Source: an optimization exercise on an open RTL-to-GDS flow (aim: small area). Production flows keep margins and buffers that such runs may drop. The RTL was checked by simulation tests, not by an equivalence proof against the original design. The flow treats the clock pin as an ideal source. Dropping or thinning the clock tree relies on that and would not hold on a real chip. Power figures rest on the tool's default switching activity, not on a simulated workload.

==> inputs of v11 <==
// odd_detector
module odd_detector(
    input wire clk,
    input wire reset,
    input wire [7:0] integers,
    input wire [7:0] N,
    input wire latch_in,
    output wire [7:0] out_value,
    output wire ready
    );
==> module odd_detector, before the edit <==
module odd_detector(
    input wire clk,
    input wire reset,
    input wire [7:0] integers,
    input wire [7:0] N,
    input wire latch_in,
    output wire [7:0] out_value,
    output wire ready
    );
    wire sync_latch_in;
    wire [7:0] sync_integers;
    wire [7:0] sync_N;
    synchronizer #(.WIDTH(17)) in_sync(
        .clk(clk),
        .asynclk({latch_in, N, integers}),
        .syn_clk({sync_latch_in, sync_N, sync_integers}));
    reg latch_d_reg;         
    reg [7:0] left_reg;      
    reg [7:0] xor_reg;       
    wire latch_edge = sync_latch_in & ~latch_d_reg;
    wire idle = (left_reg == 8'd0);
    wire first = idle & latch_edge;      
    wire [7:0] left_cur = left_reg | (sync_N & {8{first}});
    wire [7:0] left_next = left_cur - {7'd0, latch_edge};
    wire [7:0] xor_next = (xor_reg & ~{8{first}}) ^ (sync_integers & {8{latch_edge}});
    assign out_value = xor_next;
    assign ready = latch_edge & (left_cur == 8'd1);
    always @(posedge clk) begin
        latch_d_reg <= sync_latch_in;
        xor_reg <= xor_next;
    end
    always @(posedge clk, posedge reset) begin
        if (reset)
            left_reg <= 8'd0;
        else
            left_reg <= left_next;
    end
endmodule
==> flow/config.mk <==
export PLATFORM = sky130hd
export DESIGN_NAME = odd_detector
export DESIGN_NICKNAME = odd_detector
export VERILOG_FILES = /design/flow/design.v
export SDC_FILE = /design/flow/constraint.sdc
export NUM_CORES = 8
export LEC_CHECK = 0
export CAP_MARGIN = 20
export CORE_MARGIN = 2
export CORE_UTILIZATION = 30
export PLACE_DENSITY = 0.9
export SLEW_MARGIN = 40
==> flow/constraint.sdc <==
create_clock -name core_clock -period 10.0 [get_ports {clk}]
set_input_delay 2.0000 -clock core_clock [delete_from_list [all_inputs] [get_ports {clk}]]
set_output_delay 2.0000 -clock core_clock [all_outputs]
set_load 0.01 [all_outputs]
standard.sh (not shown) runs the stock make flow with config.mk's settings and CLKGATE_MAP_FILE= SYNTH_SCRIPT=/design/flow/synth_recipe.tcl, a recipe that flattens the netlist after the stock synthesis.
==> flow/flow/run.sh <==
#!/bin/bash
# The standard layout (standard.sh) with these changes:
# - synthesis: ABC maps the logic with the area script in area.abc, and Yosys
#   does not extract half/full adders first (ADDER_MAP_FILE empty); the
#   flip-flops are mapped before either step, so they keep the standard
#   synthesis's cells and names;
# - every port gets the smallest buffer, sky130_fd_sc_hd__buf_1;
# - clock_tree.tcl builds the clock tree: the clock port drives four clock
#   buffers, one per group of nearby flip-flops.
# ORFS writes each step's full log to orfs/logs/; make's output goes to standard.log.
set -euo pipefail
work=$PWD
flow=$work/flow
export AREA_ABC_SCRIPT=$flow/area.abc
export FLOW_SYNTH_TCL=$work/synth_recipe.tcl
export BUFFER_PORTS_ARGS="-buffer_cell sky130_fd_sc_hd__buf_1"
export PRE_CTS_TCL=$flow/clock_tree.tcl
export CLOCK_PORT_NAME=clk
export IO_CONSTRAINTS=$flow/io.tcl
export CLOCK_BUFFER_CELL=sky130_fd_sc_hd__clkbuf_4
sed -e "s#SYNTH_SCRIPT=[^ ]*#SYNTH_SCRIPT=$flow/synth.tcl ADDER_MAP_FILE=#" standard.sh > run_standard.sh
grep -q "SYNTH_SCRIPT=$flow/synth.tcl ADDER_MAP_FILE=" run_standard.sh
bash run_standard.sh > standard.log 2>&1
==> flow/flow/area.abc <==
strash
&get -n
&st
&dch -f
&nf -R 1000
&put
==> flow/flow/clock_tree.tcl <==
# Sourced by ORFS's cts.tcl before clock_tree_synthesis (PRE_CTS_TCL). Builds a
# one-level clock tree by hand: the flip-flops are split into four groups of
# nearly equal size by position (halves by x, then each half by y), and the
# clock port drives one clock buffer per group, placed at the group's centre.
# clock_tree_synthesis then has nothing left to do and is skipped.
set block [ord::get_db_block]
set clk_net [$block findNet $::env(CLOCK_PORT_NAME)]
set master [[ord::get_db] findMaster $::env(CLOCK_BUFFER_CELL)]

set sinks {}
foreach iterm [$clk_net getITerms] {
  set loc [[$iterm getInst] getLocation]
  lappend sinks [list [lindex $loc 0] [lindex $loc 1] $iterm]
}

proc halves { items key } {
  set items [lsort -integer -index $key $items]
  set mid [expr {([llength $items] + 1) / 2}]
  return [list [lrange $items 0 [expr {$mid - 1}]] [lrange $items $mid end]]
}

set groups {}
foreach half [halves $sinks 0] {
  foreach quarter [halves $half 1] { lappend groups $quarter }
}

set k 0
foreach group $groups {
  set buf [odb::dbInst_create $block $master clkbuf_leaf_$k]
  set net [odb::dbNet_create $block clknet_leaf_$k]
  $net setSigType CLOCK
  set sx 0
  set sy 0
  foreach sink $group {
    set sx [expr {$sx + [lindex $sink 0]}]
    set sy [expr {$sy + [lindex $sink 1]}]
    set iterm [lindex $sink 2]
    $iterm disconnect
    $iterm connect $net
  }
  [$buf findITerm A] connect $clk_net
  [$buf findITerm X] connect $net
  set n [llength $group]
  $buf setLocation [expr {$sx / $n}] [expr {$sy / $n}]
  $buf setPlacementStatus PLACED
  puts "clock tree: $::env(CLOCK_BUFFER_CELL) clkbuf_leaf_$k drives $n clock pins"
  incr k
}

proc clock_tree_synthesis { args } {
  puts "clock_tree_synthesis skipped: the clock tree is already built"
}

# Estimate each group's clock slew from the placement and print it
set_propagated_clock [all_clocks]
estimate_parasitics -placement
foreach iterm [[$block findNet $::env(CLOCK_PORT_NAME)] getITerms] {
  set inst [$iterm getInst]
  set pin [get_pins [$inst getName]/X]
  puts "clock tree estimate: [$inst getName] [[$inst getMaster] getName] slew [get_property $pin slew_max_rise] [get_property $pin slew_max_fall]"
}
unset_propagated_clock [all_clocks]
==> flow/flow/io.tcl <==
# Keep every port together on the middle of one edge, so that the logic, and
# with it the flip-flops each clock buffer drives, is placed close together.
set io_pins {}
foreach port [concat [all_inputs] [all_outputs]] { lappend io_pins [get_name $port] }
set_io_pin_constraint -region bottom:20-55 -pin_names $io_pins
Other scripts of this flow, unchanged in this note and not shown: flow/flow/synth.tcl
==> v3 (differences from v11) <==
--- a/flow/design.v
+++ b/flow/design.v
@@ -47,3 +47,3 @@
     end
-    always @(posedge clk, posedge reset) begin
+    always @(posedge clk) begin
         if (reset)
--- a/flow/flow/run.sh
+++ b/flow/flow/run.sh
@@ -7,5 +7,2 @@
 # - every port gets the smallest buffer, sky130_fd_sc_hd__buf_1;
-# - clock_tree.tcl builds the clock tree: the clock port drives four clock
-#   buffers, one per group of nearby flip-flops.
-# ORFS writes each step's full log to orfs/logs/; make's output goes to standard.log.
 set -euo pipefail
@@ -16,6 +13,10 @@
 export BUFFER_PORTS_ARGS="-buffer_cell sky130_fd_sc_hd__buf_1"
-export PRE_CTS_TCL=$flow/clock_tree.tcl
+export CLOCK_TREE_TCL=$flow/clock_tree.tcl
+export POST_GLOBAL_PLACE_TCL=$flow/post_gpl.tcl
+export PRE_CTS_TCL=$flow/pre_cts.tcl
 export CLOCK_PORT_NAME=clk
 export IO_CONSTRAINTS=$flow/io.tcl
-export CLOCK_BUFFER_CELL=sky130_fd_sc_hd__clkbuf_4
+export CLOCK_BUFFER_CELL=sky130_fd_sc_hd__buf_4
+export CLOCK_BUFFER_BIG_CELL=sky130_fd_sc_hd__buf_6
+export CLOCK_SLEW_TARGET_NS=0.118
 sed -e "s#SYNTH_SCRIPT=[^ ]*#SYNTH_SCRIPT=$flow/synth.tcl ADDER_MAP_FILE=#" standard.sh > run_standard.sh
==> flow/flow/area.abc (replaced) <==
strash
&get -n
&st
&dc2
&dc2
&dch -f
&nf -R 1000
&put
strash
&get -n
&st
&dc2
&dc2
&dch -f
&nf -R 1000
&put
==> flow/flow/clock_tree.tcl (replaced) <==

proc clock_tree_build {} {
  set block [ord::get_db_block]
  set clk_net [$block findNet $::env(CLOCK_PORT_NAME)]
  set master [[ord::get_db] findMaster $::env(CLOCK_BUFFER_CELL)]

  set sinks {}
  foreach iterm [$clk_net getITerms] {
    set loc [[$iterm getInst] getLocation]
    lappend sinks [list [lindex $loc 0] [lindex $loc 1] $iterm]
  }

  # split by x then y, or by y then x: whichever gives the groups the
  # smaller total bounding box half-perimeter
  set groups {}
  set best_hpwl -1
  foreach {first second} {0 1 1 0} {
    set candidate {}
    foreach half [clock_tree_halves $sinks $first] {
      foreach quarter [clock_tree_halves $half $second] { lappend candidate $quarter }
    }
    set hpwl 0
    foreach group $candidate { set hpwl [expr {$hpwl + [clock_tree_hpwl $group]}] }
    if { $best_hpwl < 0 || $hpwl < $best_hpwl } {
      set best_hpwl $hpwl
      set groups $candidate
    }
  }

  set k 0
  foreach group $groups {
    set buf [odb::dbInst_create $block $master clkbuf_leaf_$k]
    set net [odb::dbNet_create $block clknet_leaf_$k]
    $net setSigType CLOCK
    set sx 0
    set sy 0
    foreach sink $group {
      set sx [expr {$sx + [lindex $sink 0]}]
      set sy [expr {$sy + [lindex $sink 1]}]
      set iterm [lindex $sink 2]
      $iterm disconnect
      $iterm connect $net
    }
    [$buf findITerm A] connect $clk_net
    [$buf findITerm X] connect $net
    set n [llength $group]
    $buf setLocation [expr {$sx / $n}] [expr {$sy / $n}]
    $buf setPlacementStatus PLACED
    puts "clock tree: $::env(CLOCK_BUFFER_CELL) clkbuf_leaf_$k drives $n clock pins"
    incr k
  }
}

proc clock_tree_halves { items key } {
  set items [lsort -integer -index $key $items]
  set mid [expr {([llength $items] + 1) / 2}]
  return [list [lrange $items 0 [expr {$mid - 1}]] [lrange $items $mid end]]
}

proc clock_tree_hpwl { group } {
  set xs [lsort -integer [lmap sink $group { lindex $sink 0 }]]
  set ys [lsort -integer [lmap sink $group { lindex $sink 1 }]]
  return [expr {[lindex $xs end] - [lindex $xs 0] + [lindex $ys end] - [lindex $ys 0]}]
}

proc clock_tree_size {} {
  set block [ord::get_db_block]
  set_propagated_clock [all_clocks]
  foreach iterm [[$block findNet $::env(CLOCK_PORT_NAME)] getITerms] {
    set inst [$iterm getInst]
    set pin [get_pins [$inst getName]/X]
    estimate_parasitics -placement
    set slew [get_property $pin slew_max_rise]
    puts "clock tree estimate: [$inst getName] [[$inst getMaster] getName] slew $slew"
    if { $slew > $::env(CLOCK_SLEW_TARGET_NS) } {
      $inst swapMaster [[ord::get_db] findMaster $::env(CLOCK_BUFFER_BIG_CELL)]
      estimate_parasitics -placement
      puts "clock tree estimate: [$inst getName] [[$inst getMaster] getName] slew [get_property $pin slew_max_rise]"
    }
  }
  unset_propagated_clock [all_clocks]
}

if { $::env(CLOCK_TREE_STEP) eq "build" } {
  clock_tree_build
  estimate_parasitics -placement
  do_placement $::global_placement_args
  estimate_parasitics -placement
} else {
  clock_tree_size
  proc clock_tree_synthesis { args } {
    puts "clock_tree_synthesis skipped: the clock tree is already built"
  }
}
--- a/flow/flow/io.tcl
+++ b/flow/flow/io.tcl
@@ -4,2 +4,2 @@
 foreach port [concat [all_inputs] [all_outputs]] { lappend io_pins [get_name $port] }
-set_io_pin_constraint -region bottom:20-55 -pin_names $io_pins
+set_io_pin_constraint -region bottom:30-45 -pin_names $io_pins
==> flow/flow/post_gpl.tcl (new file) <==
set ::env(CLOCK_TREE_STEP) build
source $::env(CLOCK_TREE_TCL)
==> flow/flow/pre_cts.tcl (new file) <==
set ::env(CLOCK_TREE_STEP) size
source $::env(CLOCK_TREE_TCL)
==> comparison table <==
quantity                                                                                                v11                 v3
Run status                                                                          complete, no violations     did not finish
Stage where the flow stopped                                                                              -  I/O pin placement
Chip width                                                                                          72.0 um            71.4 um
Area fraction in compound gates after synthesis                                                       4.15%              4.96%
Share of flip-flops with an asynchronous set or reset                                                 15.7%                 0%
Mean instance size in the synthesized netlist                                                     12.6 um^2          11.8 um^2
Fraction of the mapped netlist area in simple logic gates                                             10.6%              12.7%
Yosys top cell area share                                                                             62.1%              75.0%
Post-synthesis net count                                                                                129                134
Vertical die dimension                                                                              72.0 um            71.4 um
Number of distinct library cell variants in the gate-level netlist after synthesis                       17                 15
Initial standard-cell utilization of the core                                                         31.4%              31.3%
Xor-xnor portion of the synthesized cell area                                                         8.21%              7.08%
Netlist Area Pre-Place                                                                            1390 um^2          1360 um^2
Proportion of synthesized chip area in sequential cells                                               76.5%              75.0%
Post-Syn Instances                                                                                      110                115
The clock cells of v11 come from the design's own scripts or RTL, not from TritonCTS.

========
==> inputs of build 64 <==
RTL: one of the versions met above, not the one the previous note started from.
==> module odd_detector, before the edit <==
module odd_detector(
    input wire clk,
    input wire reset,
    input wire [7:0] integers,
    input wire [7:0] N,
    input wire latch_in,
    output wire [7:0] out_value,
    output wire ready
    );
    wire sync_latch_in;
    wire [7:0] sync_integers;
    wire [7:0] sync_N;
    synchronizer #(.WIDTH(17)) in_sync(
        .clk(clk),
        .asynclk({latch_in, N, integers}),
        .syn_clk({sync_latch_in, sync_N, sync_integers}));
    reg latch_d_reg;         
    reg [7:0] left_reg;      
    reg [7:0] xor_reg;       
    wire latch_edge = sync_latch_in & ~latch_d_reg;
    wire idle = (left_reg == 8'd0);
    wire first = idle & latch_edge;      
    wire [7:0] left_cur = left_reg | (sync_N & {8{first}});
    wire [7:0] left_next = left_cur - {7'd0, latch_edge};
    wire [7:0] xor_next = (xor_reg & ~{8{first}}) ^ (sync_integers & {8{latch_edge}});
    assign out_value = xor_next;
    assign ready = latch_edge & (left_cur == 8'd1);
    always @(posedge clk) begin
        latch_d_reg <= sync_latch_in;
        xor_reg <= xor_next;
    end
    always @(posedge clk) begin
        if (reset)
            left_reg <= 8'd0;
        else
            left_reg <= left_next;
    end
endmodule
clock: 10.0 ns
lec_check: 0
cap_margin: 20
core_margin: 2
core_utilization: 30
slew_margin: 40
==> flow/flow/run.sh <==
#!/bin/bash
# The standard layout (standard.sh) with these changes:
# - synthesis: ABC maps the logic with the area script in area.abc, and Yosys
#   does not extract half/full adders first (ADDER_MAP_FILE empty); the
#   flip-flops are mapped before either step, so they keep the standard
#   synthesis's cells and names;
# - every port gets the smallest buffer, sky130_fd_sc_hd__buf_1;
set -euo pipefail
work=$PWD
flow=$work/flow
export AREA_ABC_SCRIPT=$flow/area.abc
export FLOW_SYNTH_TCL=$work/synth_recipe.tcl
export BUFFER_PORTS_ARGS="-buffer_cell sky130_fd_sc_hd__buf_1"
export CLOCK_TREE_TCL=$flow/clock_tree.tcl
export POST_GLOBAL_PLACE_TCL=$flow/post_gpl.tcl
export PRE_CTS_TCL=$flow/pre_cts.tcl
export CLOCK_PORT_NAME=clk
export CLOCK_BUFFER_CELL=sky130_fd_sc_hd__buf_4
export CLOCK_BUFFER_BIG_CELL=sky130_fd_sc_hd__buf_6
export CLOCK_SLEW_TARGET_NS=0.118
sed -e "s#SYNTH_SCRIPT=[^ ]*#SYNTH_SCRIPT=$flow/synth.tcl ADDER_MAP_FILE=#" standard.sh > run_standard.sh
grep -q "SYNTH_SCRIPT=$flow/synth.tcl ADDER_MAP_FILE=" run_standard.sh
bash run_standard.sh > standard.log 2>&1
==> flow/flow/area.abc <==
strash
&get -n
&st
&dc2
&dc2
&dch -f
&nf -R 1000
&put
==> flow/flow/clock_tree.tcl <==

proc clock_tree_build {} {
  set block [ord::get_db_block]
  set clk_net [$block findNet $::env(CLOCK_PORT_NAME)]
  set master [[ord::get_db] findMaster $::env(CLOCK_BUFFER_CELL)]

  set sinks {}
  foreach iterm [$clk_net getITerms] {
    set loc [[$iterm getInst] getLocation]
    lappend sinks [list [lindex $loc 0] [lindex $loc 1] $iterm]
  }

  set groups {}
  foreach half [clock_tree_halves $sinks 0] {
    foreach quarter [clock_tree_halves $half 1] { lappend groups $quarter }
  }

  set k 0
  foreach group $groups {
    set buf [odb::dbInst_create $block $master clkbuf_leaf_$k]
    set net [odb::dbNet_create $block clknet_leaf_$k]
    $net setSigType CLOCK
    set sx 0
    set sy 0
    foreach sink $group {
      set sx [expr {$sx + [lindex $sink 0]}]
      set sy [expr {$sy + [lindex $sink 1]}]
      set iterm [lindex $sink 2]
      $iterm disconnect
      $iterm connect $net
    }
    [$buf findITerm A] connect $clk_net
    [$buf findITerm X] connect $net
    set n [llength $group]
    $buf setLocation [expr {$sx / $n}] [expr {$sy / $n}]
    $buf setPlacementStatus PLACED
    puts "clock tree: $::env(CLOCK_BUFFER_CELL) clkbuf_leaf_$k drives $n clock pins"
    incr k
  }
}

proc clock_tree_halves { items key } {
  set items [lsort -integer -index $key $items]
  set mid [expr {([llength $items] + 1) / 2}]
  return [list [lrange $items 0 [expr {$mid - 1}]] [lrange $items $mid end]]
}

proc clock_tree_size {} {
  set block [ord::get_db_block]
  set_propagated_clock [all_clocks]
  foreach iterm [[$block findNet $::env(CLOCK_PORT_NAME)] getITerms] {
    set inst [$iterm getInst]
    set pin [get_pins [$inst getName]/X]
    estimate_parasitics -placement
    set slew [get_property $pin slew_max_rise]
    puts "clock tree estimate: [$inst getName] [[$inst getMaster] getName] slew $slew"
    if { $slew > $::env(CLOCK_SLEW_TARGET_NS) } {
      $inst swapMaster [[ord::get_db] findMaster $::env(CLOCK_BUFFER_BIG_CELL)]
      estimate_parasitics -placement
      puts "clock tree estimate: [$inst getName] [[$inst getMaster] getName] slew [get_property $pin slew_max_rise]"
    }
  }
  unset_propagated_clock [all_clocks]
}

if { $::env(CLOCK_TREE_STEP) eq "build" } {
  clock_tree_build
  estimate_parasitics -placement
  do_placement $::global_placement_args
  estimate_parasitics -placement
} else {
  clock_tree_size
  proc clock_tree_synthesis { args } {
    puts "clock_tree_synthesis skipped: the clock tree is already built"
  }
}
==> flow/flow/post_gpl.tcl <==
set ::env(CLOCK_TREE_STEP) build
source $::env(CLOCK_TREE_TCL)
==> flow/flow/pre_cts.tcl <==
set ::env(CLOCK_TREE_STEP) size
source $::env(CLOCK_TREE_TCL)
Other scripts of this flow, unchanged in this note and not shown: flow/flow/synth.tcl
==> build 85 (differences from build 64) <==
--- a/flow/design.v
+++ b/flow/design.v
@@ -46,5 +46,5 @@
         xor_reg <= xor_next;
     end
-    always @(posedge clk) begin
+    always @(posedge clk, posedge reset) begin
         if (reset)
             left_reg <= 8'd0;
--- a/flow/flow/run.sh
+++ b/flow/flow/run.sh
@@ -12,11 +12,9 @@
 export FLOW_SYNTH_TCL=$work/synth_recipe.tcl
 export BUFFER_PORTS_ARGS="-buffer_cell sky130_fd_sc_hd__buf_1"
-export CLOCK_TREE_TCL=$flow/clock_tree.tcl
-export POST_GLOBAL_PLACE_TCL=$flow/post_gpl.tcl
-export PRE_CTS_TCL=$flow/pre_cts.tcl
+export PRE_CTS_TCL=$flow/clock_tree.tcl
 export CLOCK_PORT_NAME=clk
 export CLOCK_BUFFER_CELL=sky130_fd_sc_hd__buf_4
 export CLOCK_BUFFER_BIG_CELL=sky130_fd_sc_hd__buf_6
-export CLOCK_SLEW_TARGET_NS=0.118
+export CLOCK_SLEW_TARGET_NS=0.112
 sed -e "s#SYNTH_SCRIPT=[^ ]*#SYNTH_SCRIPT=$flow/synth.tcl ADDER_MAP_FILE=#" standard.sh > run_standard.sh
 grep -q "SYNTH_SCRIPT=$flow/synth.tcl ADDER_MAP_FILE=" run_standard.sh
==> flow/flow/area.abc (replaced) <==
strash
&get -n
&st
&dch -f
&nf -R 1000
&put
==> flow/flow/clock_tree.tcl (replaced) <==
# Sourced by ORFS's cts.tcl before clock_tree_synthesis (PRE_CTS_TCL). Builds a
# one-level clock tree by hand: the flip-flops are split into four groups of
# nearly equal size by position (halves by x, then each half by y), and the
# clock port drives one clock buffer per group, placed at the group's centre.
# clock_tree_synthesis then has nothing left to do and is skipped.
set block [ord::get_db_block]
set clk_net [$block findNet $::env(CLOCK_PORT_NAME)]
set master [[ord::get_db] findMaster $::env(CLOCK_BUFFER_CELL)]

set sinks {}
foreach iterm [$clk_net getITerms] {
  set loc [[$iterm getInst] getLocation]
  lappend sinks [list [lindex $loc 0] [lindex $loc 1] $iterm]
}

proc halves { items key } {
  set items [lsort -integer -index $key $items]
  set mid [expr {([llength $items] + 1) / 2}]
  return [list [lrange $items 0 [expr {$mid - 1}]] [lrange $items $mid end]]
}

set groups {}
foreach half [halves $sinks 0] {
  foreach quarter [halves $half 1] { lappend groups $quarter }
}

set k 0
foreach group $groups {
  set buf [odb::dbInst_create $block $master clkbuf_leaf_$k]
  set net [odb::dbNet_create $block clknet_leaf_$k]
  $net setSigType CLOCK
  set sx 0
  set sy 0
  foreach sink $group {
    set sx [expr {$sx + [lindex $sink 0]}]
    set sy [expr {$sy + [lindex $sink 1]}]
    set iterm [lindex $sink 2]
    $iterm disconnect
    $iterm connect $net
  }
  [$buf findITerm A] connect $clk_net
  [$buf findITerm X] connect $net
  set n [llength $group]
  $buf setLocation [expr {$sx / $n}] [expr {$sy / $n}]
  $buf setPlacementStatus PLACED
  puts "clock tree: $::env(CLOCK_BUFFER_CELL) clkbuf_leaf_$k drives $n clock pins"
  incr k
}

proc clock_tree_synthesis { args } {
  puts "clock_tree_synthesis skipped: the clock tree is already built"
}

set_propagated_clock [all_clocks]
foreach iterm [[$block findNet $::env(CLOCK_PORT_NAME)] getITerms] {
  set inst [$iterm getInst]
  set pin [get_pins [$inst getName]/X]
  estimate_parasitics -placement
  set slew [get_property $pin slew_max_rise]
  puts "clock tree estimate: [$inst getName] [[$inst getMaster] getName] slew $slew"
  if { $slew > $::env(CLOCK_SLEW_TARGET_NS) } {
    $inst swapMaster [[ord::get_db] findMaster $::env(CLOCK_BUFFER_BIG_CELL)]
    estimate_parasitics -placement
    puts "clock tree estimate: [$inst getName] [[$inst getMaster] getName] slew [get_property $pin slew_max_rise]"
  }
}
unset_propagated_clock [all_clocks]
removed: flow/flow/post_gpl.tcl
removed: flow/flow/pre_cts.tcl
==> build 62 (differences from build 64) <==
--- a/flow/flow/run.sh
+++ b/flow/flow/run.sh
@@ -18,5 +18,5 @@
 export CLOCK_BUFFER_CELL=sky130_fd_sc_hd__buf_4
 export CLOCK_BUFFER_BIG_CELL=sky130_fd_sc_hd__buf_6
-export CLOCK_SLEW_TARGET_NS=0.118
+export CLOCK_SLEW_TARGET_NS=0.112
 sed -e "s#SYNTH_SCRIPT=[^ ]*#SYNTH_SCRIPT=$flow/synth.tcl ADDER_MAP_FILE=#" standard.sh > run_standard.sh
 grep -q "SYNTH_SCRIPT=$flow/synth.tcl ADDER_MAP_FILE=" run_standard.sh
==> flow/flow/area.abc (replaced) <==
strash
&get -n
&st
&dch -f
&nf -R 1000
&put
--- a/flow/flow/clock_tree.tcl
+++ b/flow/flow/clock_tree.tcl
@@ -66,7 +66,5 @@
 if { $::env(CLOCK_TREE_STEP) eq "build" } {
   clock_tree_build
-  estimate_parasitics -placement
   do_placement $::global_placement_args
-  estimate_parasitics -placement
 } else {
   clock_tree_size
==> trial 11 (differences from build 64) <==
--- a/flow/flow/run.sh
+++ b/flow/flow/run.sh
@@ -18,5 +18,5 @@
 export CLOCK_BUFFER_CELL=sky130_fd_sc_hd__buf_4
 export CLOCK_BUFFER_BIG_CELL=sky130_fd_sc_hd__buf_6
-export CLOCK_SLEW_TARGET_NS=0.118
+export CLOCK_SLEW_TARGET_NS=0.112
 sed -e "s#SYNTH_SCRIPT=[^ ]*#SYNTH_SCRIPT=$flow/synth.tcl ADDER_MAP_FILE=#" standard.sh > run_standard.sh
 grep -q "SYNTH_SCRIPT=$flow/synth.tcl ADDER_MAP_FILE=" run_standard.sh
==> flow/flow/area.abc (replaced) <==
strash
&get -n
&st
&dch -f
&nf -R 1000
&put
==> summary of the runs <==
Build 85 passed the timing, design-rule and antenna checks. Trial 11 produced a clean layout. Build 64 completed without violations. Build 62 aborted during global placement (3_3_place_gp). Final cell count: build 85 < build 64 < trial 11. The lowest via count belongs to build 85, the highest to build 64. Setup slack: build 85 < trial 11 < build 64. In build 64 the worst hold slack is worse than in build 85, by 31 ps. Wire length: trial 11 < build 64 < build 85. The highest fmax belongs to build 64, the lowest to build 85. Power, highest first: build 85, trial 11, build 64. Design area: build 85 is higher than build 64 (1.7%). Flip-flop and latch count is the same in build 64 and trial 11.
==> figures <==
item	build 85	trial 11	build 64	build 62
Status	timing/DRC/antenna clean	timing/DRC/antenna clean	timing/DRC/antenna clean	aborted with a tool error
Last stage reached	-	-	-	global placement (3_3_place_gp)
Worst r2r dst	left_reg[5]	left_reg[7]	left_reg[5]	-
Worst rel slew slack	69.12%	65.84%	66.86%	-
XOR/XNOR share of the synthesized area	8.213%	7.032%	7.064%	7.032%
Post-CTS Setup Inserts	0	0	0	-
Least setup slack across all paths after layout	5957 ps	5982 ps	6016 ps	-
Global route hottest layer	met2	met2	met2	-
Wire length on met1	906 microns	874 microns	934 microns	-
Count of inserted antenna diode cells	0	0	0	-
Area occupied by registers	1061 sq um	1021 sq um	1021 sq um	-
Core Box Area	4414 sq um	4384 sq um	4354 sq um	-
Antenna violations before repair	0	0	0	-
Non-clock inverter total of the final layout	2	0	1	-
Die ar.	5181 sq um	5124 sq um	5102 sq um	-
Start of the worst register-to-register path	in_sync.syn_clk[16]	in_sync.syn_clk[16]	in_sync.syn_clk[16]	-
Detailed-routed wire length on met2	1.134 mm	980 microns	978 microns	-
Placed Cells incl. Taps	189	200	199	-
Share of the core filled with cells in the final layout	36.08%	35.96%	35.98%	-
Worst setup path endpoint	ready	ready	ready	-
The clock cells of build 64, build 85 and trial 11 come from the design's own scripts or RTL, not from TritonCTS.

-- port drivers added, routing unchanged --
In the flow no input, the clock included, has a driving cell. The finished layouts below were timed again as built, in two steps.
Step 1 sets driving cells, clkbuf_16 on the clock port and buf_2 on the other inputs (assumed; they add their load-dependent delay and slew).
Step 2 adds t to the input delays and takes it off the output delays; t is the mean of the earliest and latest rising clock arrival at the registers after step 1. Input paths then give back, and output paths get back, about the clock's delay inside the block.
a / b / c = ideal / step 1 / step 2; a / b = the first two.
run | shift t [ns] | slack for setup (ns) | slew at the worst register clock pin (ns) | cell pins on the clock port's net
v11 | 0.212 | 5.963 / 5.922 / 6.135 | 0.12 / 0.12 | 4
build 64 | 0.165 | 6.016 / 5.979 / 6.144 | 0.11 / 0.11 | 4
build 85 | 0.173 | 5.957 / 5.909 / 6.082 | 0.10 / 0.10 | 4
trial 11 | 0.165 | 5.982 / 5.943 / 6.108 | 0.10 / 0.10 | 4
After both steps every run listed still meets setup and hold.
